This is an optimization exercise on Yosys and OpenROAD, whose aim is small area and a short achievable clock period, not a production implementation. Function was checked by simulation only, so behaviour that the tests miss may differ from the original. No activity file was given, so power comes from the tool's default toggle rates.

==> flow/design.v, too long to show whole: its modules and the start of the top module <==
// module ysyx_22050598_sirv_gnrl_dfflr: 18 lines
// module ysyx_22050598_sirv_gnrl_dffl: 15 lines
// module ysyx_22050598_sirv_gnrl_dfflr_with_resetval: 19 lines
// module S011HD1P_X32Y2D128_BW: 22 lines
// module ysyx_22050598_EX_LS: 53 lines
// module ysyx_22050598_ID_EX: 153 lines
// module ysyx_22050598_IF_ID: 23 lines
// module ysyx_22050598_LS_WB: 27 lines
// module ysyx_22050598_cache: 151 lines
// module ysyx_22050598_cache_lru: 21 lines
// module ysyx_22050598_cache_tag_vaild: 22 lines
// module ysyx_22050598_core: 422 lines
// module ysyx_22050598_cpu: 192 lines
// module ysyx_22050598_exu_alu: 143 lines
// module ysyx_22050598_exu_csr: 88 lines
// module ysyx_22050598_exu_rd_pc_mux: 17 lines
// module ysyx_22050598_pfx_add: 33 lines
// module ysyx_22050598_idu_decode: 224 lines
// module ysyx_22050598_idu_forward: 76 lines
// module ysyx_22050598_ifu: 134 lines
// module ysyx_22050598_ifu_bpu: 13 lines
// module ysyx_22050598_lsu: 290 lines
// module ysyx_22050598_lsu_rd_mux: 8 lines
// module ysyx_22050598_muldiv: 107 lines
// module ysyx_22050598_pipeline_ctrl: 21 lines
// module ysyx_22050598_regfile: 36 lines
// module ysyx_22050598_set_cache_lru: 44 lines
module ysyx_22050598_cpu(
    	input            clk             ,
    	input            rst             ,
    	output           M_AXI_AWID      ,
	output [63:0]    M_AXI_AWADDR    ,
	output [7:0]     M_AXI_AWLEN     ,
	output [2:0]     M_AXI_AWSIZE    ,
	output [1:0]     M_AXI_AWBURST   ,
	output [3:0]     M_AXI_AWCACHE   ,
	output [2:0]     M_AXI_AWPROT    ,
	output [3:0]     M_AXI_AWQOS     ,
	output           M_AXI_AWVALID   ,
	input            M_AXI_AWREADY   ,
	output [63:0]    M_AXI_WDATA     ,
	output [7:0]     M_AXI_WSTRB     ,
	output           M_AXI_WLAST     ,
	output           M_AXI_WVALID    ,
	input            M_AXI_WREADY    ,
	input            M_AXI_BID       ,
	input  [1:0]     M_AXI_BRESP     ,
	input            M_AXI_BVALID    ,
	output           M_AXI_BREADY    ,
	output           M_AXI_ARID      ,
	output [63:0]    M_AXI_ARADDR    ,
	output [7:0]     M_AXI_ARLEN     ,
	output [2:0]     M_AXI_ARSIZE    ,
	output [1:0]     M_AXI_ARBURST   ,
	output [3:0]     M_AXI_ARCACHE   ,
	output [2:0]     M_AXI_ARPROT    ,
	output [3:0]     M_AXI_ARQOS     ,
	output           M_AXI_ARVALID   ,
	input            M_AXI_ARREADY   ,
	input            M_AXI_RID       ,
	input  [63:0]    M_AXI_RDATA     ,
	input  [1:0]     M_AXI_RRESP     ,
	input            M_AXI_RLAST     ,
	input            M_AXI_RVALID    ,
	output           M_AXI_RREADY
);
  // ...
==> flow/flow/run.sh <==
#!/bin/bash
set -uo pipefail
here=$(pwd)
margin=$(tr -d ' \n' < flow/setup_margin.txt)
bash standard.sh synth > "$here/make_synth.log" 2>&1 || { echo "synthesis failed, see make_synth.log"; exit 1; }
bash standard.sh SETUP_SLACK_MARGIN="$margin" finish > "$here/make_layout.log" 2>&1 || { echo "layout failed, see make_layout.log"; exit 1; }
test -s out/final.def || { echo "no out/final.def"; exit 1; }
echo "flow done (setup slack margin $margin)"
==> flow/flow/setup_margin.txt <==
10.5
==> flow/standard.sh <==
#!/bin/bash
# synth_recipe.tcl (not shown) runs the flow's synth.tcl, then flattens the netlist and writes it again
# the make line also repeats each setting of config.mk as NAME=value (left out here)
make -C /OpenROAD-flow-scripts/flow DESIGN_CONFIG=/design/flow/config.mk WORK_HOME=/design/flow/orfs CLKGATE_MAP_FILE= SYNTH_SCRIPT=/design/flow/synth_recipe.tcl "${@:-finish}"
==> flow/config.mk <==
export PLATFORM = sky130hd
export DESIGN_NAME = ysyx_22050598_cpu
export DESIGN_NICKNAME = ysyx_22050598_cpu
export VERILOG_FILES = /design/flow/design.v
export SDC_FILE = /design/flow/constraint.sdc
export NUM_CORES = 8
export LEC_CHECK = 0
export CAP_MARGIN = 40
export CORE_MARGIN = 2
export CORE_UTILIZATION = 35
export CTS_CLUSTER_DIAMETER = 100
export CTS_CLUSTER_SIZE = 20
export SETUP_SLACK_MARGIN = 0.5
export SLEW_MARGIN = 30
==> flow/constraint.sdc <==
create_clock -name core_clock -period 16.0 [get_ports {clk}]
set_input_delay 3.2000 -clock core_clock [delete_from_list [all_inputs] [get_ports {clk}]]
set_output_delay 3.2000 -clock core_clock [all_outputs]
set_load 0.01 [all_outputs]
==> run notes, run 1 <==
* Status: timing/DRC/antenna clean
* Total gr overflow at 0
* Setup WS post-layout at 10.21 ns
* Internal Power at 0.0312 W
* Clk_buf instances at 669
* Flop+latch power at 0.0245 W
* Nets at 34000
* Num ports at 334
* Mapped Cells at 32500
* Plain + repair buffers at 3005
* Filler cells at 112000
* Storage cell area at 252000 sq um
* Setup violations, final at 0
* Netlist cell types at 110
* Biggest consumer: registers
* Combinational Power Share at 0.033
* Synth area leaders: edfxtp_1 58%, mux4_2 5.0%, a22oi_1 3.6%
* Cts hold-fix bufs at 0
* Crit-path max cell delay at 0.60 ns
* Pre-antenna DRT Iters at 12
* Post-place setup slack at 6.82 ns
* VDD IR max at 0.101 mV
* Reg clk slew, reported paths at 0.10 ns
* Post-synth EDFFs at 8068
* Pins Over Slew Limit at 0
* M1 GR Usage at 0.465
* Yosys warning count at 29
* Slew headroom at 0.197
* P_comb at 0.00135 W
==> module ysyx_22050598_core, before the edit <==
module ysyx_22050598_core(
        input           clk                 ,
        input           rst                 ,
        output [63:0]   ifu_mem_addr        ,
        output          ifu_mem_valid       ,
        input  [127:0]  ifu_mem_data        ,
        input           ifu_mem_ready       ,
        output [63:0]   lsu_mem_addr        ,
        output [127:0]  lsu_mem_wdata       ,
        output          lsu_mem_r_req       ,
        output          lsu_mem_w_req       ,
        output          lsu_is_device       ,
        output [7:0]    lsu_wmask           ,
        input  [127:0]  lsu_mem_rdata       ,
        input           lsu_mem_ready
    );
    wire [63:0] ebreak_a0              ;
    wire [63:0] if_bpu_pc_op           ;
    wire        if_prdt_taken          ;
    wire [31:0] if_id_inst             ;
    wire [63:0] if_id_pc               ;
    wire [31:0] if_inst                ;
    wire [63:0] if_pc_i                ;
    wire [63:0] id_pc                  ;
    wire [31:0] id_inst                ;
    wire [9:0]  id_ex_op_type          ;
    wire [2:0]  id_op_a_sel            ; 
    wire [1:0]  id_op_b_sel            ; 
    wire [63:0] id_imm                 ;
    wire [4:0]  id_read_rs1_idx        ;
    wire [4:0]  id_read_rs2_idx        ;
    wire        id_ex_w_reg_en         ;
    wire [4:0]  id_write_rd_idx        ;
    wire        id_ex_inst_is_ebreak   ;
    wire        id_ex_inst_is_ecall    ;
    wire        id_ex_inst_is_fencei   ;
    wire        id_ex_inst_is_jalr     ;
    wire        id_ex_inst_is_jal      ;
    wire        id_ex_inst_is_store    ; 
    wire        id_ex_inst_is_set      ; 
    wire        id_ex_inst_is_srax     ; 
    wire        id_ex_inst_5_shamt     ;
    wire        id_ex_inst_is_mret     ;
    wire        id_ex_inst_is_csri     ;
    wire [1:0]  id_ex_ls_data_bus      ; 
    wire        id_ex_inst_divrem_bus  ; 
    wire [4:0]  id_ex_inst_mul_bus     ; 
    wire [5:0]  id_ex_csr_bus          ;
    wire [5:0]  id_ex_branch_bus       ;
    wire [1:0]  id_ex_unsigned_bus     ;
    wire        id_ex_ls_req           ; 
    wire        id_ex_inst_is_rv64     ;
    wire        id_inst_is_illegal     ;
    wire [63:0] id_read_rs1_data       ;
    wire [63:0] id_read_rs2_data       ;
    wire [63:0] id_ex_alu_op_a         ;
    wire [63:0] id_ex_alu_op_b         ;
    wire [63:0] id_ex_bs_zimm_data     ;
    wire        forward_load_stall     ;
    wire [9:0]  ex_op_type             ;
    wire [63:0] ex_alu_op_a            ;
    wire [63:0] ex_alu_op_b            ;
    wire [63:0] ex_pc                  ;
    wire [63:0] ex_bs_zimm_data        ;
    wire [4:0]  ex_write_rd_idx        ;
    wire        ex_w_reg_en            ;
    wire        ex_inst_is_ebreak      ;
    wire        ex_inst_is_ecall       ;
    wire        ex_inst_is_fencei      ;
    wire        ex_inst_is_jalr        ;
    wire        ex_inst_is_jal         ;
    wire        ex_inst_is_store       ;
    wire        ex_inst_is_set         ;
    wire        ex_inst_is_srax        ;
    wire        ex_inst_5_shamt        ;
    wire        ex_inst_is_mret        ;
    wire [1:0]  ex_ls_data_bus         ;
    wire        ex_inst_divrem_bus     ;
    wire [4:0]  ex_inst_mul_bus        ;
    wire [5:0]  ex_csr_bus             ;
    wire [5:0]  ex_branch_bus          ;
    wire [1:0]  ex_unsigned_bus        ;
    wire        ex_ls_req              ;
    wire        ex_inst_is_rv64        ;
    wire        ex_inst_is_illegal     ;
    wire [63:0] ex_ls_alu_rd_ls_data ; 
    wire        ex_ls_alu_rd_data_en ;
    wire [63:0] ex_ls_alu_pc         ;
    wire        ex_ls_alu_pc_en      ;
    wire        ex_ls_load_en        ;
    wire        ex_ls_store_en       ;
    wire [63:0] ex_ls_store_data     ;
    wire        muldiv_ready         ;
    wire        muldivout_valid      ;
    wire        ex_alu_flush         ;
    wire [31:0] ex_ls_addr           ;
    wire        csr_flush            ;
    wire [63:0] ex_csr_rd_pc_data    ;
    wire [63:0] ex_rd_data           ;
    wire        ex_pc_data_ena       ;
    wire [63:0] ex_pc_data           ;
    wire [63:0]   ls_alu_rd_ls_data  ;
    wire [63:0]   ls_store_data      ;
    wire          ls_alu_rd_data_en  ;
    wire          ls_load_en         ;
    wire          ls_store_en        ;
    wire [1:0]    ls_ls_data_type    ;
    wire [4:0]    ls_rd_idx          ;
    wire          ls_inst_is_ebreak  ;
    wire          ls_load_unsigned   ;
    wire          ls_unalign_stall   ;
    wire [63:0]   ls_wb_load_data    ;
    wire [63:0]   ls_rd_data         ;
    wire [63:0]   wb_rd_data         ;
    wire          wb_rd_en           ;
    wire [4:0]    wb_rd_idx          ;
    wire          wb_inst_is_ebreak  ;
    wire [2:0]    pipeline_flush     ;
    wire [4:0]    pipeline_stall     ;
    wire          ifu_stall          ;
    ysyx_22050598_ifu_bpu ysyx_22050598_ifu_bpu(
                        .if_inst                 (if_id_inst            ),
                        .bpu_pc_add_op           (if_bpu_pc_op          ),
                        .prdt_taken              (if_prdt_taken         )
                          );
    ysyx_22050598_ifu u_ysyx_22050598_ifu(
                        .clk                     (clk                   ),
                        .rst                     (rst                   ),
                        .pc_stall                (pipeline_stall[0]     ),
                        .flush_pc_en             (pipeline_flush[0]     ),
                        .flush_pc                (ex_pc_data            ),
                        .prdt_pc_en              (if_prdt_taken         ),
                        .prdt_pc_add_op          (if_bpu_pc_op          ),
                        .ifu_stall               (ifu_stall             ),
                        .pc_now                  (if_id_pc              ),
                        .id_inst                 (if_id_inst            ),
                        .ifu_mem_addr            (ifu_mem_addr          ),
                        .ifu_mem_valid           (ifu_mem_valid         ),
                        .ifu_mem_data            (ifu_mem_data          ),
                        .ifu_mem_ready           (ifu_mem_ready         )
                      );
    ysyx_22050598_IF_ID u_ysyx_22050598_IF_ID(
                        .clk                     (clk                   ),
                        .rst                     (rst                   ),
                        .if_inst                 (if_id_inst            ),
                        .if_pc_i                 (if_id_pc              ),
                        .if_flush                (pipeline_flush[1]     ),
                        .if_stall                (pipeline_stall[1]     ),
                        .if_pc_o                 (id_pc                 ),
                        .if_inst_o               (id_inst               )
                        );
    ysyx_22050598_idu_decode u_ysyx_22050598_idu_decode (
                        .id_inst_i               (id_inst               ),
                        .id_op_type_o            (id_ex_op_type         ),
                        .id_op_a_sel_o           (id_op_a_sel           ),
                        .id_op_b_sel_o           (id_op_b_sel           ),
                        .id_imm_o                (id_imm                ),
                        .id_read_rs1_idx_o       (id_read_rs1_idx       ),
                        .id_read_rs2_idx_o       (id_read_rs2_idx       ),
                        .id_w_reg_en_o           (id_ex_w_reg_en        ),
                        .id_write_rd_idx_o       (id_write_rd_idx       ),
                        .id_inst_is_ebreak_o     (id_ex_inst_is_ebreak  ),
                        .id_inst_is_ecall_o      (id_ex_inst_is_ecall   ),
                        .id_inst_is_fencei_o     (id_ex_inst_is_fencei  ),
                        .id_inst_is_jalr_o       (id_ex_inst_is_jalr    ),
                        .id_inst_is_jal_o        (id_ex_inst_is_jal     ),
                        .id_inst_is_store_o      (id_ex_inst_is_store   ),
                        .id_inst_is_set_o        (id_ex_inst_is_set     ),
                        .id_inst_is_srax_o       (id_ex_inst_is_srax    ),
                        .id_inst_5_shamt_o       (id_ex_inst_5_shamt    ),
                        .id_inst_is_mret_o       (id_ex_inst_is_mret    ),
                        .id_inst_is_csri_o       (id_ex_inst_is_csri    ),
                        .id_ls_data_bus_o        (id_ex_ls_data_bus     ),
                        .id_inst_divrem_bus_o    (id_ex_inst_divrem_bus ),
                        .id_inst_mul_bus_o       (id_ex_inst_mul_bus    ),
                        .id_csr_bus_o            (id_ex_csr_bus         ),
                        .id_branch_bus_o         (id_ex_branch_bus      ),
                        .id_unsigned_bus_o       (id_ex_unsigned_bus    ),
                        .id_ls_req_o             (id_ex_ls_req          ),
                        .id_inst_is_rv64_o       (id_ex_inst_is_rv64    ),
                        .id_inst_is_illegal_o    (id_inst_is_illegal    )
                             );
    ysyx_22050598_regfile u_ysyx_22050598_regfile (
                        .ebreak_a0               (ebreak_a0             ),
                        .clk                     (clk                   ),
                        .rst                     (rst                   ),
                        .read_rs1_idx            (id_read_rs1_idx       ),
                        .read_rs2_idx            (id_read_rs2_idx       ),
                        .read_rs1_data           (id_read_rs1_data      ),
                        .read_rs2_data           (id_read_rs2_data      ),
                        .write_en                (wb_rd_en              ),
                        .write_rd_idx            (wb_rd_idx             ),
                        .write_rd_data           (wb_rd_data            )
                          );
    ysyx_22050598_idu_forward ysyx_22050598_idu_forward (
                        .id_rs1_idx              (id_read_rs1_idx       ),
                        .id_rs2_idx              (id_read_rs2_idx       ),
                        .alu_op_a_sel            (id_op_a_sel           ),
                        .alu_op_b_sel            (id_op_b_sel           ),
                        .id_rd_idx               (id_write_rd_idx       ),
                        .rs1_data                (id_read_rs1_data      ),
                        .rs2_data                (id_read_rs2_data      ),
                        .id_imm                  (id_imm                ),
                        .pc_data                 (id_pc                 ),
                        .id_inst_is_csri         (id_ex_inst_is_csri    ),
                        .id_branch_bus           (id_ex_branch_bus      ),
                        .id_inst_is_store        (id_ex_inst_is_store   ),
                        .ex_rd_idx               (ex_write_rd_idx       ),
                        .ex_rd_en                (ex_ls_alu_rd_data_en  ),
                        .ex_load_en              (ex_ls_load_en         ),
                        .ex_alu_data             (ex_rd_data            ),
                        .mem_rd_idx              (ls_rd_idx             ),
                        .mem_rd_en               (ls_alu_rd_data_en     ),
                        .mem_data                (ls_rd_data            ),
                        .wb_rd_idx               (wb_rd_idx             ),
                        .wb_rd_en                (wb_rd_en              ),
                        .wb_data                 (wb_rd_data            ),
                        .forward_load_stall      (forward_load_stall    ),
                        .alu_op_a                (id_ex_alu_op_a        ),
                        .alu_op_b                (id_ex_alu_op_b        ),
                        .ex_bs_zimm_data         (id_ex_bs_zimm_data    )
                              );
    ysyx_22050598_ID_EX u_ysyx_22050598_ID_EX (
                        .clk                     (clk                   ),
                        .rst                     (rst                   ),
                        .id_ex_flush             (pipeline_flush[2]     ),
                        .id_ex_stall             (pipeline_stall[2]     ),
                        .id_ex_op_type           (id_ex_op_type         ),
                        .alu_op_a                (id_ex_alu_op_a        ),
                        .alu_op_b                (id_ex_alu_op_b        ),
                        .id_ex_pc                (id_pc                 ),
                        .id_ex_bs_zimm_data      (id_ex_bs_zimm_data    ),
                        .id_write_rd_idx         (id_write_rd_idx       ),
                        .id_ex_w_reg_en          (id_ex_w_reg_en        ),
                        .id_ex_inst_is_ebreak    (id_ex_inst_is_ebreak  ),
                        .id_ex_inst_is_ecall     (id_ex_inst_is_ecall   ),
                        .id_ex_inst_is_fencei    (id_ex_inst_is_fencei  ),
                        .id_ex_inst_is_jalr      (id_ex_inst_is_jalr    ),
                        .id_ex_inst_is_jal       (id_ex_inst_is_jal     ),
                        .id_ex_inst_is_store     (id_ex_inst_is_store   ),
                        .id_ex_inst_is_set       (id_ex_inst_is_set     ),
                        .id_ex_inst_is_srax      (id_ex_inst_is_srax    ),
                        .id_ex_inst_5_shamt      (id_ex_inst_5_shamt    ),
                        .id_ex_inst_is_mret      (id_ex_inst_is_mret    ),
                        .id_inst_is_csri         (id_ex_inst_is_csri    ),
                        .id_ex_ls_data_bus       (id_ex_ls_data_bus     ),
                        .id_ex_inst_divrem_bus   (id_ex_inst_divrem_bus ),
                        .id_ex_inst_mul_bus      (id_ex_inst_mul_bus    ),
                        .id_ex_csr_bus           (id_ex_csr_bus         ),
                        .id_ex_branch_bus        (id_ex_branch_bus      ),
                        .id_ex_unsigned_bus      (id_ex_unsigned_bus    ),
                        .id_ex_ls_req            (id_ex_ls_req          ),
                        .id_ex_inst_is_rv64      (id_ex_inst_is_rv64    ),
                        .id_ex_inst_is_illegal   (id_inst_is_illegal    ),
                        .id_ex_op_type_o         (ex_op_type            ),
                        .alu_op_a_o              (ex_alu_op_a           ),
                        .alu_op_b_o              (ex_alu_op_b           ),
                        .id_ex_pc_o              (ex_pc                 ),
                        .id_ex_bs_zimm_data_o    (ex_bs_zimm_data       ),
                        .id_write_rd_idx_o       (ex_write_rd_idx       ),
                        .id_ex_w_reg_en_o        (ex_w_reg_en           ),
                        .id_ex_inst_is_ebreak_o  (ex_inst_is_ebreak     ),
                        .id_ex_inst_is_ecall_o   (ex_inst_is_ecall      ),
                        .id_ex_inst_is_fencei_o  (ex_inst_is_fencei     ),
                        .id_ex_inst_is_jalr_o    (ex_inst_is_jalr       ),
                        .id_ex_inst_is_jal_o     (ex_inst_is_jal        ),
                        .id_ex_inst_is_store_o   (ex_inst_is_store      ),
                        .id_ex_inst_is_set_o     (ex_inst_is_set        ),
                        .id_ex_inst_is_srax_o    (ex_inst_is_srax       ),
                        .id_ex_inst_5_shamt_o    (ex_inst_5_shamt       ),
                        .id_ex_inst_is_mret_o    (ex_inst_is_mret       ),
                        .id_ex_ls_data_bus_o     (ex_ls_data_bus        ),
                        .id_ex_inst_divrem_bus_o (ex_inst_divrem_bus    ),
                        .id_ex_inst_mul_bus_o    (ex_inst_mul_bus       ),
                        .id_ex_csr_bus_o         (ex_csr_bus            ),
                        .id_ex_branch_bus_o      (ex_branch_bus         ),
                        .id_ex_unsigned_bus_o    (ex_unsigned_bus       ),
                        .id_ex_ls_req_o          (ex_ls_req             ),
                        .id_ex_inst_is_rv64_o    (ex_inst_is_rv64       ),
                        .id_ex_inst_is_illegal_o (ex_inst_is_illegal    )
                        );
    ysyx_22050598_exu_alu u_ysyx_22050598_exu_alu (
                        .clk                     (clk                   ),
                        .rst                     (rst                   ),
                        .ex_muldiv_hold          (ifu_stall | ls_unalign_stall),
                        .ex_alu_op_type          (ex_op_type            ),
                        .ex_alu_op_a             (ex_alu_op_a           ),
                        .ex_alu_op_b             (ex_alu_op_b           ),
                        .ex_pc                   (ex_pc                 ),
                        .ex_bs_zimm_data         (ex_bs_zimm_data       ),
                        .ex_write_reg_en         (ex_w_reg_en           ),
                        .ex_inst_is_jalr         (ex_inst_is_jalr       ),
                        .ex_inst_is_jal          (ex_inst_is_jal        ),
                        .ex_inst_is_store        (ex_inst_is_store      ),
                        .ex_inst_is_set          (ex_inst_is_set        ),
                        .ex_inst_is_srax         (ex_inst_is_srax       ),
                        .ex_inst_5_shamt         (ex_inst_5_shamt       ),
                        .ex_inst_divrem_bus      (ex_inst_divrem_bus    ),
                        .ex_inst_mul_bus         (ex_inst_mul_bus       ),
                        .ex_branch_bus           (ex_branch_bus         ),
                        .ex_unsigned_bus         (ex_unsigned_bus[1]    ),
                        .ex_ls_req               (ex_ls_req             ),
                        .ex_inst_is_rv64         (ex_inst_is_rv64       ),
                        .id_pc                   (id_pc                 ),
                        .ex_alu_flush_o          (ex_alu_flush          ),
                        .ex_alu_rd_ls_data       (ex_ls_alu_rd_ls_data  ),
                        .ex_ls_addr_o            (ex_ls_addr            ),
                        .ex_alu_rd_data_en       (ex_ls_alu_rd_data_en  ),
                        .ex_alu_pc_o             (ex_ls_alu_pc          ),
                        .ex_alu_pc_en_o          (ex_ls_alu_pc_en       ),
                        .ex_load_en_o            (ex_ls_load_en         ),
                        .ex_store_en_o           (ex_ls_store_en        ),
                        .ex_store_data_o         (ex_ls_store_data      ),
                        .muldiv_ready            (muldiv_ready          ),
                        .muldivout_valid         (muldivout_valid       )
                          );
    ysyx_22050598_exu_csr u_ysyx_22050598_exu_csr (
                        .clk                     (clk                   ),
                        .rst                     (rst                   ),
                        .csr_commit              (~pipeline_stall[2]    ),
                        .ex_csr_bus_i            (ex_csr_bus            ),
                        .csr_imm_i               (ex_alu_op_b           ),
                        .csr_reg_i               (ex_alu_op_a           ),
                        .csr_zimm_i              (ex_bs_zimm_data       ),
                        .csr_ecall_pc            (ex_pc                 ),
                        .ex_inst_is_mret_i       (ex_inst_is_mret       ),
                        .ex_inst_is_ecall_i      (ex_inst_is_ecall      ),
                        .id_pc                   (id_pc                 ),
                        .csr_flush_o             (csr_flush             ),
                        .csr_rd_pc_data          (ex_csr_rd_pc_data     )
                          );
    ysyx_22050598_exu_rd_pc_mux u_ysyx_22050598_exu_rd_pc_mux (
                        .csr_rd_pc_data          (ex_csr_rd_pc_data     ),
                        .alu_rd_data             (ex_ls_alu_rd_ls_data  ),
                        .alu_pc_data             (ex_ls_alu_pc          ),
                        .csr_rd_en               (|ex_csr_bus           ),
                        .alu_pc_en               (ex_ls_alu_pc_en       ),
                        .csr_mret                (ex_inst_is_mret       ),
                        .csr_ecall               (ex_inst_is_ecall      ),
                        .ex_pc_data_ena_o        (ex_pc_data_ena        ),
                        .ex_rd_data_o            (ex_rd_data            ),
                        .ex_pc_data_o            (ex_pc_data            )
                                );
    ysyx_22050598_EX_LS u_ysyx_22050598_EX_LS (
                        .clk                     (clk                   ),
                        .rst                     (rst                   ),
                        .ex_ls_stall             (pipeline_stall[3]     ),
                        .ex_ls_alu_rd_ls_data    (ex_rd_data            ),
                        .ex_ls_alu_rd_data_en    (ex_ls_alu_rd_data_en  ),
                        .ex_ls_load_en           (ex_ls_load_en         ),
                        .ex_ls_store_en          (ex_ls_store_en        ),
                        .ex_ls_store_data        (ex_ls_store_data      ),
                        .ex_ls_ls_data_bus       (ex_ls_data_bus        ),
                        .ex_ls_write_rd_idx      (ex_write_rd_idx       ),
                        .ex_ls_load_unsigned     (ex_unsigned_bus[0]    ),
                        .ex_ls_alu_rd_ls_data_o  (ls_alu_rd_ls_data     ),
                        .ex_ls_store_data_o      (ls_store_data         ),
                        .ex_ls_alu_rd_data_en_o  (ls_alu_rd_data_en     ),
                        .ex_ls_load_en_o         (ls_load_en            ),
                        .ex_ls_store_en_o        (ls_store_en           ),
                        .ex_ls_ls_data_type_o    (ls_ls_data_type       ),
                        .ex_ls_rd_idx_o          (ls_rd_idx             ),
                        .ex_ls_load_unsigned_o   (ls_load_unsigned      ),
                        .ex_ls_inst_is_ebreak    (ex_inst_is_ebreak     ),
                        .ex_ls_inst_is_ebreak_o  (ls_inst_is_ebreak     )
                        );
    ysyx_22050598_lsu u_ysyx_22050598_lsu (
                        .clk                     (clk                   ),
                        .rst                     (rst                   ),
                        .ls_store_data           (ls_store_data         ),
                        .ls_loc                  (ls_alu_rd_ls_data     ),
                        .load_en                 (ls_load_en            ),
                        .store_en                (ls_store_en           ),
                        .ls_type                 (ls_ls_data_type       ),
                        .load_unsigned           (ls_load_unsigned      ),
                        .lsu_stall               (pipeline_stall[3]     ),
                        .lsu_adv                 (~pipeline_stall[3]    ),
                        .lsu_adv_addr            (ex_ls_addr            ),
                        .unalign_stall           (ls_unalign_stall      ),
                        .load_data_o             (ls_wb_load_data       ),
                        .lsu_mem_addr            (lsu_mem_addr          ),
                        .lsu_mem_wdata           (lsu_mem_wdata         ),
                        .lsu_mem_r_req           (lsu_mem_r_req         ),
                        .lsu_mem_w_req           (lsu_mem_w_req         ),
                        .lsu_wmask               (lsu_wmask             ),
                        .lsu_is_device           (lsu_is_device         ),
                        .lsu_mem_rdata           (lsu_mem_rdata         ),
                        .lsu_mem_ready           (lsu_mem_ready         )
                      );
    ysyx_22050598_lsu_rd_mux ysyx_22050598_lsu_rd_mux (
                        .ls_alu_rd_data          (ls_alu_rd_ls_data     ),
                        .ls_lsu_rd_data          (ls_wb_load_data       ),
                        .ls_load_en              (ls_load_en            ),
                        .ls_rd_data              (ls_rd_data            )
                             );
    ysyx_22050598_LS_WB ysyx_22050598_LS_WB (
                        .clk                     (clk                   ),
                        .rst                     (rst                   ),
                        .ls_wb_stall             (pipeline_stall[4]     ),
                        .ls_wb_rd_data           (ls_rd_data            ),
                        .ls_wb_rd_en             (ls_alu_rd_data_en     ),
                        .ls_wb_rd_idx            (ls_rd_idx             ),
                        .ls_wb_inst_is_ebreak    (ls_inst_is_ebreak     ),
                        .ls_wb_rd_data_o         (wb_rd_data            ),
                        .ls_wb_rd_en_o           (wb_rd_en              ),
                        .ls_wb_rd_idx_o          (wb_rd_idx             ),
                        .ls_wb_inst_is_ebreak_o  (wb_inst_is_ebreak     )
                        );
    ysyx_22050598_pipeline_ctrl ysyx_22050598_pipeline_ctrl (
                        .pc_flush_in             (ex_alu_flush | csr_flush),
                        .forward_load_stall      (forward_load_stall    ),
                        .muldiv_ready            (muldiv_ready          ),
                        .muldivout_valid         (muldivout_valid       ),
                        .exu_is_mul              (ex_op_type[7]         ),
                        .exu_is_div              (ex_op_type[6]         ),
                        .exu_is_rem              (ex_op_type[5]         ),
                        .ifu_stall               (ifu_stall             ),
                        .lsu_unalign_stall       (ls_unalign_stall      ),
                        .pipeline_flush          (pipeline_flush        ),
                        .pipeline_stall          (pipeline_stall        )
                                );
endmodule
==> module ysyx_22050598_exu_csr, before the edit <==
module ysyx_22050598_exu_csr (
    input         clk                ,
    input         rst                ,
    input         csr_commit         , 
    input [5:0]   ex_csr_bus_i       ,
    input [63:0]  csr_imm_i          ,
    input [63:0]  csr_reg_i          ,
    input [63:0]  csr_zimm_i         ,
    input [63:0]  csr_ecall_pc       ,
    input         ex_inst_is_mret_i  ,
    input         ex_inst_is_ecall_i ,
    input  [63:0] id_pc              ,
    output        csr_flush_o        ,
    output [63:0] csr_rd_pc_data 
);
    wire [64-1:0] csr_mstatus_data ;
    wire [64-1:0] csr_mtvec_data   ;
    wire [64-1:0] csr_mepc_data    ;
    wire [64-1:0] csr_mcause_data  ;
    wire [64-1:0] csr_mstatus_data_r ;
    wire [64-1:0] csr_mtvec_data_r   ;
    wire [64-1:0] csr_mepc_data_r    ;
    wire [64-1:0] csr_mcause_data_r  ;
    wire mstatus_r_ena ;
    wire mtvec_r_ena   ;
    wire mepc_r_ena    ;
    wire mcause_r_ena  ;
    wire csr_ena = |ex_csr_bus_i; 
    wire [64-1:0] read_csr_data  ;
    wire [64-1:0] write_csr_data ;
    wire csr_imm_is_0x300 = ~(|(csr_imm_i[11:0] ^ 12'h300));
    wire csr_imm_is_0x305 = ~(|(csr_imm_i[11:0] ^ 12'h305));
    wire csr_imm_is_0x341 = ~(|(csr_imm_i[11:0] ^ 12'h341));
    wire csr_imm_is_0x342 = ~(|(csr_imm_i[11:0] ^ 12'h342));
    wire csr_mstatus_ena = (csr_imm_is_0x300 & csr_ena) ;
    wire csr_mtvec_ena   = (csr_imm_is_0x305 & csr_ena) ;
    wire csr_mepc_ena    = (csr_imm_is_0x341 & csr_ena) ;
    wire csr_mcause_ena  = (csr_imm_is_0x342 & csr_ena) ;
    wire write_csr_or = (ex_csr_bus_i[4] | ex_csr_bus_i[1]);
    wire [63:0] write_csr_or_data1 = read_csr_data & {64{write_csr_or}};
    wire [63:0] write_csr_or_data2 = ({64{ex_csr_bus_i[4]}} & csr_reg_i)  | 
                                     ({64{ex_csr_bus_i[1]}} & csr_zimm_i) ; 
    wire [63:0] write_csr_or_data = write_csr_or_data1 | write_csr_or_data2;
    wire write_csr_self = (ex_csr_bus_i[5] | ex_csr_bus_i[2]);
    wire [63:0] write_csr_self_data = ({64{ex_csr_bus_i[5]}} & csr_reg_i)  | 
                                      ({64{ex_csr_bus_i[2]}} & csr_zimm_i) ; 
    wire write_csr_and = (ex_csr_bus_i[3] | ex_csr_bus_i[0]);
    wire [63:0] write_csr_and_data1 = read_csr_data & {64{write_csr_and}};
    wire [63:0] write_csr_and_data2 = ({64{ex_csr_bus_i[3]}} & csr_reg_i)  | 
                                      ({64{ex_csr_bus_i[0]}} & csr_zimm_i) ; 
    wire [63:0] write_csr_and_data = write_csr_and_data1 & (~write_csr_and_data2);
    assign read_csr_data = ({64{csr_mstatus_ena}} & csr_mstatus_data_r) |
                           ({64{csr_mtvec_ena}}   & csr_mtvec_data_r  ) | 
                           ({64{csr_mepc_ena}}    & csr_mepc_data_r   ) |
                           ({64{csr_mcause_ena}}  & csr_mcause_data_r ) ;
    assign write_csr_data = ({64{write_csr_self}} & write_csr_self_data) | 
                            ({64{write_csr_or}}   & write_csr_or_data  ) | 
                            ({64{write_csr_and}}  & write_csr_and_data ) ;
    assign mstatus_r_ena    = csr_commit & csr_mstatus_ena  ; 
    assign mtvec_r_ena      = csr_commit & csr_mtvec_ena    ;
    assign mepc_r_ena       = csr_commit & (csr_mepc_ena    | ex_inst_is_ecall_i);
    assign mcause_r_ena     = csr_commit & (csr_mcause_ena  | ex_inst_is_ecall_i);
    assign csr_mstatus_data = (write_csr_data & {64{csr_mstatus_ena   }}) ; 
    assign csr_mtvec_data   = (write_csr_data & {64{csr_mtvec_ena     }}) ;
    assign csr_mepc_data    = (write_csr_data & {64{csr_mepc_ena      }}) | 
                              (csr_ecall_pc   & {64{ex_inst_is_ecall_i}}) ;
    assign csr_mcause_data  = (write_csr_data & {64{csr_mcause_ena }})    |  
                              (64'h0b         & {64{ex_inst_is_ecall_i }});
    wire [64-1:0] mstatus_q, mtvec_q, mepc_q, mcause_q;
    reg  [3:0] csr_valid_r;
    always @(posedge clk) begin
        if (rst == 1'b0) csr_valid_r <= 4'b0;
        else csr_valid_r <= csr_valid_r | {mcause_r_ena, mepc_r_ena, mtvec_r_ena, mstatus_r_ena};
    end
    ysyx_22050598_sirv_gnrl_dffl #(64) mstatus_dfflr(mstatus_r_ena, csr_mstatus_data, mstatus_q, clk);
    ysyx_22050598_sirv_gnrl_dffl #(64) mtvec_dfflr  (mtvec_r_ena  , csr_mtvec_data  , mtvec_q  , clk);
    ysyx_22050598_sirv_gnrl_dffl #(64) mepc_dfflr   (mepc_r_ena   , csr_mepc_data   , mepc_q   , clk);
    ysyx_22050598_sirv_gnrl_dffl #(64) mcause_dfflr (mcause_r_ena , csr_mcause_data , mcause_q , clk);
    assign csr_mstatus_data_r = csr_valid_r[0] ? mstatus_q : 64'h0000000a00001800;
    assign csr_mtvec_data_r   = mtvec_q  & {64{csr_valid_r[1]}};
    assign csr_mepc_data_r    = mepc_q   & {64{csr_valid_r[2]}};
    assign csr_mcause_data_r  = mcause_q & {64{csr_valid_r[3]}};
    assign csr_rd_pc_data = (read_csr_data    & {64{csr_ena}})            |
                            (csr_mtvec_data_r & {64{ex_inst_is_ecall_i}}) |
                            (csr_mepc_data_r  & {64{ex_inst_is_mret_i}})  ;
    assign csr_flush_o = (ex_inst_is_ecall_i & (csr_mtvec_data_r != id_pc)) |
                         (ex_inst_is_mret_i  & (csr_mepc_data_r  != id_pc)) ;
endmodule
==> run 2: changes to the inputs <==
--- a/flow/design.v
+++ b/flow/design.v
@@ -804,4 +804,10 @@
                         .id_ex_inst_is_illegal_o (ex_inst_is_illegal    )
                         );
+    wire [11:0] id_csr_num = id_inst[31:20];
+    wire [3:0]  id_csr_sel = {id_csr_num == 12'h342, id_csr_num == 12'h341, id_csr_num == 12'h305, id_csr_num == 12'h300};
+    reg  [3:0]  ex_csr_sel_r;
+    always @(posedge clk) begin
+        if (~pipeline_stall[2]) ex_csr_sel_r <= id_csr_sel;
+    end
     ysyx_22050598_exu_alu u_ysyx_22050598_exu_alu (
                         .clk                     (clk                   ),
@@ -845,4 +851,5 @@
                         .ex_csr_bus_i            (ex_csr_bus            ),
                         .csr_imm_i               (ex_alu_op_b           ),
+                        .csr_sel_i               (ex_csr_sel_r          ),
                         .csr_reg_i               (ex_alu_op_a           ),
                         .csr_zimm_i              (ex_bs_zimm_data       ),
@@ -1286,4 +1293,5 @@
     input [5:0]   ex_csr_bus_i       ,
     input [63:0]  csr_imm_i          ,
+    input [3:0]   csr_sel_i          , 
     input [63:0]  csr_reg_i          ,
     input [63:0]  csr_zimm_i         ,
@@ -1310,8 +1318,8 @@
     wire [64-1:0] read_csr_data  ;
     wire [64-1:0] write_csr_data ;
-    wire csr_imm_is_0x300 = ~(|(csr_imm_i[11:0] ^ 12'h300));
-    wire csr_imm_is_0x305 = ~(|(csr_imm_i[11:0] ^ 12'h305));
-    wire csr_imm_is_0x341 = ~(|(csr_imm_i[11:0] ^ 12'h341));
-    wire csr_imm_is_0x342 = ~(|(csr_imm_i[11:0] ^ 12'h342));
+    wire csr_imm_is_0x300 = csr_sel_i[0];
+    wire csr_imm_is_0x305 = csr_sel_i[1];
+    wire csr_imm_is_0x341 = csr_sel_i[2];
+    wire csr_imm_is_0x342 = csr_sel_i[3];
     wire csr_mstatus_ena = (csr_imm_is_0x300 & csr_ena) ;
     wire csr_mtvec_ena   = (csr_imm_is_0x305 & csr_ena) ;
==> run notes, run 2 <==
* Status: timing/DRC/antenna clean
* Reg clk slew, reported paths at 0.10 ns (about the same)
* Startpoint types: register
* Num ports at 334 (unchanged)
* Overall routing resource usage at 0.341
* First-pass GRT wire length at 2850000 um
* Commonest non-fill, non-tap cell in the layout: edfxtp_1
* Pins Over Slew Limit at 0 (unchanged)
* Combinational Power Share at 0.073 (+0.040)
* Synth area leader: edfxtp_1
* CP top delay family: buffers and inverters
* Post-synth EDFFs at 8072 (+0.050%)
* Register area share after synthesis at 0.599
* Arrival time worst endpoint at 6.88 ns
* CTS Sinks at 8539
* RSZ-0062 raised after global routing: true
* # Max-Cap Violations at 0
* Die Ht at 1100 um
* CP Data Required Time at 16.97 ns
* Via count at 351000
* Seq cells post-synth at 8539
* Avg Inst Size Synth at 12.7 sq um
* Pre-antenna DRT Iters at 14 (+2)
* Die footprint at 1210000 sq um
* Post-place setup slack at 7.84 ns (+1.02 ns)
* Tcrit/Tclk final at 0.370
* Mean number of vias per cell at 7.04
* Avg WL per Cell at 43.8 um
* Root Driver: clkbuf_16
* Max Clk Rate at 169 MHz
* Placed insts at 48300
* Final wirelength at 2180000 um
* Yosys warning count at 30 (+3.4%)
* Clk Latency, worst-skew pair at 1.28 ns
* DPL Wire Length at 1420000 um
* Cell Rows at 402
* Count of buffer and inverter cells on the critical path at 4
* Filler cells at 111000 (-0.21%)
* Critical setup path kind: register to register
* CTS tree: built
* Worst hold slack at 0.476 ns
* Internal Power at 0.0313 W (+0.41%)
* Share of cells above drive strength 1 at 0.154
* Final hold violation count at 0
* Slew headroom at 0.191 (-0.00528)
* Clock buffer depth at 5
* Number of antenna violations at the first check in global routing at 301
* Setup WS post-layout at 10.08 ns (-0.128 ns)
* Final ANT Viol Nets at 0
* Finished Layout Cells at 49800
* Switching power share of the total at 0.243
* Core area at 1200000 sq um
* Min-delay worst type: register to register
* Final GP Congestion at 1.06
* Most common cell on crit path: buf_4
* DRC viols at 0
* Initial core utilization at 0.351
* Flop pwr share at 0.599
* Flop-to-flop setup slack at 10.08 ns
* Synth top area share at 0.577
* Maximum net fanout on the critical path at 31
* Mapped Area at 420000 sq um
* Fin util at 0.399
* Largest net degree at the start of global routing at 158
* Skew final at 0.169 ns
* Slew @ Worst Pin at 1.21 ns
* DRT iter0 DRCs at 75500
* Cts hold-fix bufs at 0 (unchanged)
* Mapped Cells at 33000 (+1.4%)
* VDD IR max at 0.110 mV (+9.3%)
* Horiz. Die Dim at 1100 um
* Most frequent cells in the layout: 8072 x edfxtp_1, 2250 x nand2_1, 1907 x nor2_1, 1874 x a22oi_1, 1646 x buf_4
* P_sw at 0.0100 W
* Top FF cell, synth: edfxtp_1
* Setup violations, final at 0 (unchanged)
* Post-synth top cells: 8072 x edfxtp_1, 2283 x nand2_1, 2119 x nor2_1, 2042 x clkbuf_1, 1877 x a22oi_1
* Power per Cell Area at 86.6 nW/um^2
* Total gr overflow at 0 (unchanged)
* Total CTS buffers at 493
* Clock power share at 0.328
* Synth area leaders: edfxtp_1 58%, mux4_2 4.5%, a22oi_1 3.4%
* CP max stage cell: buf_4
* Nets at 34000 (unchanged)
* Crit-path max cell delay at 0.93 ns (+0.33 ns)
* Leakage power total at 153 nW
* Port Buffers at 272
* Vias in the first global route at 316000
* Final setup TNS at 0 ns
* Worst setup EP type: register
* Ys async rst share at 0
* Top-count cell post-synth: edfxtp_1
* Netlist cell types at 122 (+11%)
* H-tree depth at 5
* Crit-path cells: buf_4, nand3b_1, nor2_4, buf_4, buf_4, a22oi_1, nand3_1, nor3_1, buf_2, nor2_1, a222oi_1, o221ai_1
* Area grow syn2layout at 13.7%
* Tmin final at 5.92 ns
## run 2: cell types whose count changed after synthesis, sizes merged, moves of 89 or more
cell    before   now
nand2     1637  2283
nor3       519   379
buf        669   799
a22oi     2011  1877
and2       276   116
and3       253   439
nand4      551   437
o21ai     1549  1457
a222oi     191   383
a21oi     1298  1183
mux4       923   834
## run 2: final cells by class
type | count | area (sq um) | area share
tap | 16000 | 20000 | 0.0418
multi-input combinational | 21200 | 162000 | 0.339
timing repair inverter | 2 | 25.0 | 0.0000524
sequential | 8539 | 252000 | 0.527
clock buffer | 700 | 13200 | 0.0276
antenna | 231 | 578 | 0.00121
clock inverter | 61 | 898 | 0.00188
inverter | 469 | 1900 | 0.00398
timing repair buffer | 2646 | 27500 | 0.0575
## run 2: power groups by stage
stage / registers, W / logic (W) / clock network (W)
2_1_floorplan: 0.0250 / 0.00184 / 0
3_5_place_dp: 0.0253 / 0.00265 / 0
4_1_cts: 0.0248 / 0.00283 / 0.0135
5_1_grt: 0.0248 / 0.00320 / 0.0142
3_3_place_gp: 0.0253 / 0.00259 / 0
6_report: 0.0248 / 0.00304 / 0.0136
## run 2: per-stage QoR
step | total power, W | cell area, sq um
floorplan | 0.0269 | 421000
global placement | 0.0279 | 446000
detailed placement | 0.0279 | 452000
CTS | 0.0411 | 472000
global route | 0.0422 | 477000
finish | 0.0414 | 478000
## run 2: tightest hold or removal path, cell delays in order, from the launching register on
cell	delay [ns]
dfxtp_1	0.33
mux2i_1	0.06
nand2_1	0.06
## run 2: per-layer routing
metal / vias to the layer above / global-route usage / share of wire
met5: - / 0.00695 / 0.0016
met4: 191 / 0.243 / 0.090
met3: 7820 / 0.153 / 0.17
met2: 33900 / 0.465 / 0.39
met1: 176000 / 0.428 / 0.35
li1: 132000 / - / -
## run 2: what timing repair did
action                     in CTS  in global routing
buffers inserted              226                134
resized for setup             747                376
pin swaps                      74                 70
cloned                         40                 21
setup endpoints to repair    1819               1135
## run 2: worst paths after layout
| check | endpoint | depth (start not counted) |
|---|---|---|
| min reg2reg | register | 2 |
| max | register | 12 |
| max reg2reg | register | 12 |
| min | register | 2 |
## run 2: logic make-up after synthesis
kind of cell,synth area share
multiplexers,0.0608
buffers and inverters,0.0321
adder cells (fa/ha/maj),0.0172
AO/OA/AOI/OAI,0.172
AND/OR/NAND/NOR,0.0865
flip-flops,0.599
other,0.0000179
XOR/XNOR,0.0331
==> run 3: changes to the inputs <==
==> flow/flow/setup_margin.txt (replaced) <==
10
==> run notes, run 3 <==
* P_sw at 0.0102 W (+1.1%)
* Status: timing/DRC/antenna clean
* Overall routing resource usage at 0.339 (-0.00262)
* Mapped Area at 420000 sq um (unchanged)
* DPL Wire Length at 1420000 um (about the same)
* DRC viols at 0 (unchanged)
* Setup WS post-layout at 9.65 ns (-0.435 ns)
* Xor and xnor area share after synthesis at 0.0331 (unchanged)
* Core area at 1200000 sq um (unchanged)
* Post-synthesis compound-gate area fraction at 0.172 (unchanged)
* Main combinational cell family by area after synthesis: compound AO/OA/AOI/OAI gates
* Pre-antenna DRT Iters at 15 (+1)
* Post-synthesis mux area share at 0.0608 (unchanged)
* Avg Inst Size Synth at 12.7 sq um (unchanged)
* Area grow syn2layout at 12.8%
* Die Ht at 1100 um (unchanged)
* Top-count cell post-synth: edfxtp_1
* Max Clk Rate at 157 MHz (-6.8%)
* Arrival time worst endpoint at 7.37 ns (+0.49 ns)
* Crit-path cells: nand2_1, nor4_1, or4_1, nor2_1, nor2_1, nand2_1, nor3_2, buf_4, buf_4, o21ai_0, nand2_1, a221o_1
* Seq cells post-synth at 8539 (unchanged)
* CP Data Required Time at 17.01 ns (+0.04 ns)
* Skew final at 0.170 ns (+0.000385 ns)
* Filler cells at 111000 (-0.022%)
* Ys async rst share at 0 (unchanged)
* Switching power share of the total at 0.243 (about the same)
* Yosys warning count at 30 (unchanged)
* Cts hold-fix bufs at 0 (unchanged)
* Nets at 33800 (-0.43%)
* CP top delay family: simple AND/OR/NAND/NOR gates
* CP max stage cell: dfxtp_1
* Setup violations, final at 0 (unchanged)
* Startpoint types: register
* Port Buffers at 272 (unchanged)
* Post-synth EDFFs at 8072 (unchanged)
* Internal Power at 0.0317 W (+1.2%)
* Synth top area share at 0.577 (unchanged)
* Power per Cell Area at 88.4 nW/um^2 (+2.0%)
* Tmin final at 6.35 ns (+0.435 ns)
* RSZ-0062 raised after global routing: true
* Register area share after synthesis at 0.599 (unchanged)
* Avg WL per Cell at 43.5 um (-0.88%)
* Total gr overflow at 0 (unchanged)
* Via count at 347000 (-0.99%)
* Share of cells above drive strength 1 at 0.143 (-0.0102)
* Combinational Power Share at 0.068 (-0.005)
* DRT iter0 DRCs at 72100 (-4.5%)
* VDD IR max at 0.0946 mV (-14%)
* Horiz. Die Dim at 1100 um (unchanged)
* Slew @ Worst Pin at 1.31 ns (+0.0924 ns)
* Simple-gate portion of the synthesized area at 0.0865 (unchanged)
* Pins Over Slew Limit at 0 (unchanged)
* Root Driver: clkbuf_16
* Initial core utilization at 0.351 (unchanged)
* Most frequent cells in the layout: 8072 x edfxtp_1, 2257 x nand2_1, 1941 x nor2_1, 1877 x a22oi_1, 1567 x buf_4
* Flop pwr share at 0.592 (-0.007)
* Worst setup EP type: register
* Netlist cell types at 122 (unchanged)
* Count of buffer and inverter cells on the critical path at 2 (-2)
* Cell Rows at 402 (unchanged)
* Post-place setup slack at 7.44 ns (-0.398 ns)
* Post-synthesis adder-cell area fraction at 0.0172 (unchanged)
* Number of antenna violations at the first check in global routing at 258 (-14%)
* Num ports at 334 (unchanged)
* Leakage power total at 151 nW (-0.91%)
* Post-synth top cells: 8072 x edfxtp_1, 2283 x nand2_1, 2119 x nor2_1, 2042 x clkbuf_1, 1877 x a22oi_1
* CTS Sinks at 8539 (unchanged)
* Total CTS buffers at 530 (+7.5%)
* Mean number of vias per cell at 7.00 (-0.51%)
* Top FF cell, synth: edfxtp_1
* Synth area leader: edfxtp_1
* H-tree depth at 6 (+1)
* Min-delay worst type: register to register
* Tcrit/Tclk final at 0.397 (+0.0272)
* Maximum net fanout on the critical path at 41 (+32%)
* Final wirelength at 2150000 um (-1.4%)
* Crit-path max cell delay at 1.02 ns (+0.09 ns)
* Mapped Cells at 33000 (unchanged)
* CTS tree: built
* # Max-Cap Violations at 0 (unchanged)
* First-pass GRT wire length at 2830000 um (-0.64%)
* Final hold violation count at 0 (unchanged)
* Most common cell on crit path: nand2_1
* Largest net degree at the start of global routing at 125 (-21%)
* Clock power share at 0.341 (+0.013)
* Slew headroom at 0.130 (-0.0616)
* Reg clk slew, reported paths at 0.10 ns (about the same)
* Final GP Congestion at 1.09 (+2.6%)
* Commonest non-fill, non-tap cell in the layout: edfxtp_1
* Clock buffer depth at 5 (unchanged)
* Vias in the first global route at 315000 (-0.30%)
* Clk Latency, worst-skew pair at 1.24 ns (-0.04 ns)
* Final ANT Viol Nets at 0 (unchanged)
* Synth area leaders: edfxtp_1 58%, mux4_2 4.5%, a22oi_1 3.4%
* Final setup TNS at 0 ns (unchanged)
* Critical setup path kind: register to register
* Die footprint at 1210000 sq um (unchanged)
## run 3: cell count changes in the layout (fill, tap and decap cells not counted), moves of 20 or more
cell             change
buf_6               -41
o21ai_1             -20
clkbuf_16           +21
clkdlybuf4s50_1     +20
diode_2             -33
o21ai_0             +45
buf_4               -79
a21oi_1             +20
clkbuf_1           -105
nor2_1              +34
nor2_2              -30
buf_12              -35
## run 3: area by class of cell
cell class,instances,area (sq um),share of cell area
clock buffer,634,13800,0.0291
timing repair inverter,2,17.5,0.0000370
sequential,8539,252000,0.532
clock inverter,101,1420,0.00299
antenna,198,495,0.00105
tap,16000,20000,0.0421
inverter,469,1880,0.00396
timing repair buffer,2466,24600,0.0520
multi-input combinational,21200,160000,0.337
## run 3: worst register-to-register path: stages (launching register included)
cell and delay [ns]:
dfxtp_1 1.02, nand2_1 0.28, nor4_1 0.63, or4_1 0.61, nor2_1 0.23, nor2_1 0.47
nand2_1 0.13, nor3_2 0.11, buf_4 0.61, buf_4 1.03, o21ai_0 0.61, nand2_1 0.26
a221o_1 0.16
## run 3: cells by family after synthesis
family / Yosys count
xor gates and xnor gates: 1582
AOI/OAI and AO/OA: 9852
DFF: 8539
other: 2
muxes: 1486
adders and majority gates: 532
and+or+nand+nor: 7697
buffers and inverters: 3311
## run 3: power by group through the flow
stage	Combinational, W	Sequential (W)	Clock [W]
global route	0.00301	0.0248	0.0149
finish	0.00283	0.0248	0.0143
CTS	0.00267	0.0248	0.0143
global placement	0.00253	0.0253	0
floorplan	0.00184	0.0250	0
detailed placement	0.00261	0.0253	0
## run 3: final timing paths
check / start / endpoint / slack, ns / depth (start not counted)
worst min-delay path: register / register / 0.47 / 1
worst max register to register: register / register / 9.65 / 12
worst max-delay path: register / register / 9.65 / 12
worst min register to register: register / register / 0.47 / 1
## run 3: stage by stage
step	cell area (sq um)	utilization	hold WS, ns	power [W]	std cells
2_1_floorplan	421000	-	0.424	0.0269	33100
3_3_place_gp	446000	0.372	0.439	0.0278	47900
3_5_place_dp	452000	0.377	0.455	0.0279	48300
4_1_cts	470000	0.392	0.422	0.0417	49100
5_1_grt	474000	0.395	0.469	0.0427	49400
6_report	474000	0.396	0.475	0.0419	49600
## run 3: per-layer routing
| metal | track usage | wire length (um) | up-vias |
|---|---|---|---|
| li1 | - | - | 132000 |
| met1 | 0.425 | 757000 | 174000 |
| met2 | 0.466 | 856000 | 33300 |
| met3 | 0.152 | 353000 | 7241 |
| met4 | 0.230 | 185000 | 145 |
| met5 | 0.0116 | 2860 | - |
## run 3: what timing repair did
action                                  in CTS  in global routing
gates resized for setup                    279                192
setup buffers                              100                 59
endpoints found under the setup margin    1266                450
pin swaps                                   20                 26
gates cloned                                14                  7
==> run 4: changes to the inputs <==
==> flow/flow/setup_margin.txt (replaced) <==
10.5
--- a/flow/config.mk
+++ b/flow/config.mk
@@ -8,5 +8,5 @@
 export CAP_MARGIN = 40
 export CORE_MARGIN = 2
-export CORE_UTILIZATION = 35
+export CORE_UTILIZATION = 45
 export CTS_CLUSTER_DIAMETER = 100
 export CTS_CLUSTER_SIZE = 20
==> run notes, run 4 <==
* Status: timing/DRC/antenna clean
* VDD IR max at 0.0987 mV (+4.3%)
* Clk Latency, worst-skew pair at 1.15 ns (-0.09 ns)
* Count of buffer and inverter cells on the critical path at 5 (+3)
* M1 GR Usage at 0.555 (+0.130)
* Storage cell area at 252000 sq um (about the same)
* Die Ht at 970 um (-12%)
* Hold path depth at 1 (unchanged)
* Via count at 352000 (+1.5%)
* Pre-antenna DRT Iters at 15 (unchanged)
* CP max stage cell: nand4_1
* Share of cells above drive strength 1 at 0.158 (+0.0144)
* Top FF cell, synth: edfxtp_1
* Post-place setup slack at 7.70 ns (+0.262 ns)
* Tcrit/Tclk final at 0.369 (-0.0284)
* Root Driver: clkbuf_16
* Post-synth top cells: 8072 x edfxtp_1, 2283 x nand2_1, 2119 x nor2_1, 2042 x clkbuf_1, 1877 x a22oi_1
* Initial core utilization at 0.451 (+0.0996)
* Yosys warning count at 30 (unchanged)
* Final wirelength at 2170000 um (+0.85%)
* Mean number of vias per cell at 7.61 (+8.6%)
* Avg WL per Cell at 46.9 um (+7.9%)
* Final GP Congestion at 1.09 (+0.15%)
* Seq cells post-synth at 8539 (unchanged)
* Setup violations, final at 0 (unchanged)
* Crit-path max cell delay at 0.52 ns (-0.50 ns)
* Mapped Area at 420000 sq um (unchanged)
* DRT iter0 DRCs at 74600 (+3.4%)
* Flop-to-flop setup slack at 10.10 ns (+0.45 ns)
* Cts hold-fix bufs at 0 (unchanged)
* Design Area, Final at 474000 sq um (about the same)
* Netlist cell types at 122 (unchanged)
* Most common cell on crit path: buf_6
* Reg2reg path depth at 13 (+1)
* Nets at 34000 (+0.61%)
* Dpl cell area at 446000 sq um (-1.2%)
* Crit-path cells: or2_2, buf_4, buf_6, nor4_2, buf_6, buf_4, buf_6, o211ai_1, a21oi_1, nand4_1, a21oi_2, a21oi_1, a21o_1
* Final hold violation count at 0 (unchanged)
* Most frequent cells in the layout: 8072 x edfxtp_1, 2248 x nand2_1, 1892 x nor2_1, 1873 x a22oi_1, 1700 x buf_4
* Filler cells at 79800 (-28%)
* Leakage power total at 153 nW (+1.3%)
* Area of the multi-input gates at 162000 sq um (+1.3%)
* Skew final at 0.140 ns (-0.0296 ns)
* Total CTS buffers at 542 (+2.3%)
* # Max-Cap Violations at 0 (unchanged)
* Synth area leaders: edfxtp_1 58%, mux4_2 4.5%, a22oi_1 3.4%
* Avg Inst Size Synth at 12.7 sq um (unchanged)
* Area grow syn2layout at 12.8% (about the same)
* Register area share after synthesis at 0.599 (unchanged)
* Synth area leader: edfxtp_1
* Synth top area share at 0.577 (unchanged)
* Startpoint types: register
* Worst path depth at 13 (+1)
* Largest net degree at the start of global routing at 129 (+3.2%)
* Post-synth EDFFs at 8072 (unchanged)
* Critical setup path kind: register to register
* Total gr overflow at 0 (unchanged)
* Top-count cell post-synth: edfxtp_1
* Final ANT Viol Nets at 0 (unchanged)
* Overall routing resource usage at 0.440 (+0.101)
* Power per Cell Area at 89.1 nW/um^2 (+0.78%)
* Commonest non-fill, non-tap cell in the layout: edfxtp_1
* Worst hold slack at 0.471 ns (-0.00387 ns)
* Cell Rows at 355 (-12%)
* Horiz. Die Dim at 970 um (-12%)
* Vias in the first global route at 316000 (+0.46%)
* CP top delay family: buffers and inverters
* Mapped Cells at 33000 (unchanged)
* CTS Sinks at 8539 (unchanged)
* Min-delay worst type: register to register
* First-pass GRT wire length at 2840000 um (about the same)
* Final setup TNS at 0 ns (unchanged)
* RSZ-0062 raised after global routing: true
* Setup WS post-layout at 10.10 ns (+0.454 ns)
* Number of antenna violations at the first check in global routing at 306 (+19%)
* CTS tree: built
* H-tree depth at 6 (unchanged)
* Port Buffers at 272 (unchanged)
* Slew headroom at 0.127 (-0.00254)
* Ys async rst share at 0 (unchanged)
* DRC viols at 0 (unchanged)
* Worst setup EP type: register
* DPL Wire Length at 1410000 um (-0.42%)
* M2 GR Usage at 0.595 (+0.130)
* Max Clk Rate at 170 MHz (+7.7%)
* Num ports at 334 (unchanged)
* Die footprint at 942000 sq um (-22%)
* Pins Over Slew Limit at 0 (unchanged)
* Slew @ Worst Pin at 1.31 ns (+0.00381 ns)
* Reg clk slew, reported paths at 0.09 ns (about the same)
* Met3 Use GR at 0.211 (+0.0597)
* Clock buffer depth at 5 (unchanged)
* Maximum net fanout on the critical path at 41 (unchanged)
* Global route hottest layer: met2
* CP Data Required Time at 16.81 ns (-0.20 ns)
* Arrival time worst endpoint at 6.71 ns (-0.66 ns)
* Tmin final at 5.90 ns (-0.454 ns)
* Core area at 933000 sq um (-22%)
-- run 4: cell counts after synthesis --
Identical to the previous run, type by type.
-- run 4: metal layers --
layer	vias up	share of wire
met1	176000	0.35
met4	129	0.088
met3	8057	0.17
met2	35300	0.39
met5	-	0.0015
li1	133000	-
-- run 4: power breakdown --
| group | switching [W] | internal, W | total [W] | leakage [nW] |
|---|---|---|---|---|
| clock network | 0.00792 | 0.00644 | 0.0144 | 7.45 |
| registers | 0.000382 | 0.0244 | 0.0248 | 76.0 |
| logic | 0.00196 | 0.00113 | 0.00310 | 69.7 |
-- run 4: how the worst max path moves through the flow --
| stage | to |
|---|---|
| final | register |
| after floorplan | register |
| after global placement | register |
| after global routing | register |
| after CTS | register |
| after detailed placement | register |
-- run 4: timing repair --
| item | in CTS | in global routing |
|---|---|---|
| setup endpoints to repair | 2177 | 1003 |
| buffers inserted | 222 | 151 |
| gates cloned | 42 | 30 |
| pin swaps | 63 | 84 |
| gates resized for setup | 633 | 389 |
-- run 4: cell type report --
class                   instances  share of cell area
clock buffers                 649              0.0298
flip-flops and latches       8539               0.531
multi-input cells           21200               0.341
inverters                     469             0.00390
well taps                   12300              0.0325
repair buffers               2655              0.0567
repair inverters                2           0.0000369
diodes                        403             0.00213
clock inverters                90             0.00245
-- run 4: cells by family after synthesis --
family,after synthesis,share of synthesized area
xor gates and xnor gates,1582,0.0331
muxes,1486,0.0608
adders and majority gates,532,0.0172
AOI/OAI and AO/OA,9852,0.172
and+or+nand+nor,7697,0.0865
buffers and inverters,3311,0.0321
DFF,8539,0.599
other,2,0.0000179
-- run 4: per-stage QoR --
step           power, W  cells  utilization
2_1_floorplan    0.0269  33100            -
6_report         0.0422  46300        0.508
4_1_cts          0.0419  45600        0.502
5_1_grt          0.0431  46100        0.508
3_5_place_dp     0.0279  44600        0.479
3_3_place_gp     0.0279  44300        0.474
-- run 4: worst reg2reg max path: cells and delay by family (launching register included) --
| family | cells | cell delay, ns |
|---|---|---|
| compound gates | 5 | 1.96 |
| simple gates | 3 | 1.21 |
| flops | 1 | 0.39 |
| buf+inv | 5 | 2.07 |

-- what the ideal ports hide --
In the flow no input, the clock included, has a driving cell. The finished layouts below were timed again as built, in two steps.
Step 1 sets driving cells, clkbuf_16 on the clock port and buf_2 on the other inputs (assumed; they add their load-dependent delay and slew).
Step 2 also shifts input and output timing later by t, the mid clock arrival at the registers, as if the neighbouring blocks saw the same clock.
Three values: no drivers, after step 1, after step 2; two values: the first two.
run	t, ns	setup slack, ns	worst hold slack (ns)	worst slew at a driven data input, ns	pins driven straight from the clock port
run 1	1.357	10.211 / 10.211 / 8.858	0.471 / 0.471 / 0.471	0.45	1
run 2	1.363	10.082 / 10.082 / 8.932	0.476 / 0.476 / 0.476	0.30	1
run 3	1.348	9.647 / 9.647 / 8.660	0.475 / 0.475 / 0.475	0.28	1
run 4	1.249	10.101 / 10.101 / 9.244	0.471 / 0.471 / 0.471	0.19	1
After both steps every run listed still meets setup and hold. For run 1, which loses most, drivers alone change the setup slack by 0.000 ns; drivers and shift together by -1.353 ns.
